Source: an optimization exercise on an open RTL-to-GDS flow (aim: small area and a short achievable clock period). Production flows keep margins and buffers that such runs may drop.
The RTL was checked by simulation tests, not by an equivalence proof against the original design.
The flow treats the clock pin as an ideal source, which a real chip does not have.
Power is estimated from default activity; no workload was simulated.

==> nickel: inputs <==
// wallace_multiplier_16bit
module wallace_multiplier_16bit(
    input  wire        clk,
    input  wire        rst,
    input  wire [15:0] multiplicand,
    input  wire [15:0] multiplier,
    output reg  [31:0] result
);
reg q1_multiplicand_0;
reg q1_multiplicand_1;
reg q1_multiplicand_2;
reg q1_multiplicand_3;
reg q1_multiplicand_4;
reg q1_multiplicand_5;
reg q1_multiplicand_6;
reg q1_multiplicand_7;
reg q1_multiplicand_8;
reg q1_multiplicand_9;
reg q1_multiplicand_10;
reg q1_multiplicand_11;
reg q1_multiplicand_12;
reg q1_multiplicand_13;
reg q1_multiplicand_14;
reg q1_multiplicand_15;
reg q1_multiplier_0;
reg q1_multiplier_1;
reg q1_multiplier_2;
reg q1_multiplier_3;
reg q1_multiplier_4;
reg q1_multiplier_5;
reg q1_multiplier_6;
reg q1_multiplier_7;
reg q1_multiplier_8;
reg q1_multiplier_9;
reg q1_multiplier_10;
reg q1_multiplier_11;
reg q1_multiplier_12;
reg q1_multiplier_13;
reg q1_multiplier_14;
reg q1_multiplier_15;
reg q2_s521;
reg q2_c522;
reg q2_s523;
reg q2_c524;
reg q2_s525;
reg q2_s438;
reg q2_c489;
  ...
Settings: LEC_CHECK=0, CAP_MARGIN=20, CORE_MARGIN=2, CORE_UTILIZATION=60, CTS_BUF_LIST=sky130_fd_sc_hd__clkbuf_4 sky130_fd_sc_hd__clkbuf_8, CTS_CLUSTER_DIAMETER=50, CTS_CLUSTER_SIZE=12, SLEW_MARGIN=20, SYNTH_HIERARCHICAL=1, SYNTH_MINIMUM_KEEP_SIZE=0; clock period 3.0 ns.
standard.sh (not shown) runs the stock make flow with config.mk's settings and CLKGATE_MAP_FILE= SYNTH_SCRIPT=/design/flow/synth_recipe.tcl, a recipe that flattens the netlist after the stock synthesis.
==> flow/flow/run.sh <==
#!/bin/bash
# Standard ORFS layout (the standard.sh) with these changes:
#  - plain buf_1 cells as the port buffers (buffer_ports picks delay cells by default);
#  - clock tree synthesis without dummy load cells;
set -euo pipefail
export BUFFER_PORTS_ARGS="-buffer_cell sky130_fd_sc_hd__buf_1"
export CTS_ARGS="-sink_clustering_enable -repair_clock_nets -dont_use_dummy_load -sink_clustering_size 12 -sink_clustering_max_diameter 50 -buf_list {sky130_fd_sc_hd__clkbuf_4 sky130_fd_sc_hd__clkbuf_8}"
SKIP_CTS_REPAIR_TIMING=1 SETUP_SLACK_MARGIN=0 bash standard.sh cts > standard_to_cts.log 2>&1
RES=orfs/results/${FLOW_PLATFORM:-sky130hd}/wallace_multiplier_16bit/base R5_MODE=none \
  openroad -no_init -exit flow/skew.tcl > skew.log 2>&1
SETUP_SLACK_MARGIN=1.15 bash standard.sh > standard_finish.log 2>&1
Other scripts of this flow, unchanged in this note and not shown: flow/flow/skew.tcl
==> onyx (differences from nickel) <==
--- a/flow/flow/run.sh
+++ b/flow/flow/run.sh
@@ -8,4 +8,4 @@
 SKIP_CTS_REPAIR_TIMING=1 SETUP_SLACK_MARGIN=0 bash standard.sh cts > standard_to_cts.log 2>&1
 RES=orfs/results/${FLOW_PLATFORM:-sky130hd}/wallace_multiplier_16bit/base R5_MODE=none \
   openroad -no_init -exit flow/skew.tcl > skew.log 2>&1
-SETUP_SLACK_MARGIN=1.15 bash standard.sh > standard_finish.log 2>&1
+SETUP_SLACK_MARGIN=1.3 bash standard.sh > standard_finish.log 2>&1
==> run summary <==
Run status: nickel timing/DRC/antenna clean; onyx timing/DRC/antenna clean
Area occupied by multi-input gates: nickel 0.00654 sq mm; onyx 0.00659 sq mm
Avg WL per Cell: nickel 18.0 um; onyx 18.0 um
Leading cell type in the layout, fill and taps excluded: nickel sky130_fd_sc_hd__dfxtp_1; onyx sky130_fd_sc_hd__nand2_1
Wire length on met1: nickel 12,800 um; onyx 12,700 um
Slowest stage cell, crit path: nickel sky130_fd_sc_hd__dfxtp_1; onyx sky130_fd_sc_hd__dfxtp_2
Finished layout cell area: nickel 0.0145 sq mm; onyx 0.0147 sq mm
Switching share of power: nickel 31.9%; onyx 32.0%
Via count of the routed design: nickel 7,094; onyx 7,202
Crit path max fanout: nickel 12; onyx 3
Cell internal pwr: nickel 8620 uW; onyx 8780 uW
Clk slew on worst S/H paths: nickel 0.09 ns; onyx 0.07 ns
Length of routed met2 wiring: nickel 10,600 um; onyx 10,800 um
Power of the combinational group: nickel 3940 uW; onyx 4170 uW

## port drivers added, routing unchanged
The results above use ideal ports. As a check the final layouts listed here were re-extracted and re-timed, cells and wires unchanged. Step 1 (the two cells are an assumption about what drives the block):
set clk [get_ports {clk}]
set_driving_cell -lib_cell sky130_fd_sc_hd__clkbuf_16 $clk
set_driving_cell -lib_cell sky130_fd_sc_hd__buf_2 [delete_from_list [all_inputs] $clk]
Step 2, shift: input delay + t, output delay - t, t = (earliest + latest rising clock arrival at the registers) / 2. This alone moves slack from input paths to output paths. a / b / c = ideal / step 1 / step 2; a / b = the first two.
| run | t (ns) | setup WS [ns] | latest minus earliest clock arrival (ns) | worst slew at a driven data input, ns |
|---|---|---|---|---|
| nickel | 0.418 | 1.196 / 1.196 / 1.196 | 0.448 / 0.448 | 0.03 |
| onyx | 0.419 | 1.259 / 1.259 / 1.259 | 0.450 / 0.450 | 0.03 |
In nickel and onyx the clock reaches the registers at very different times; t lies between them, and the last value is a rough guide only.
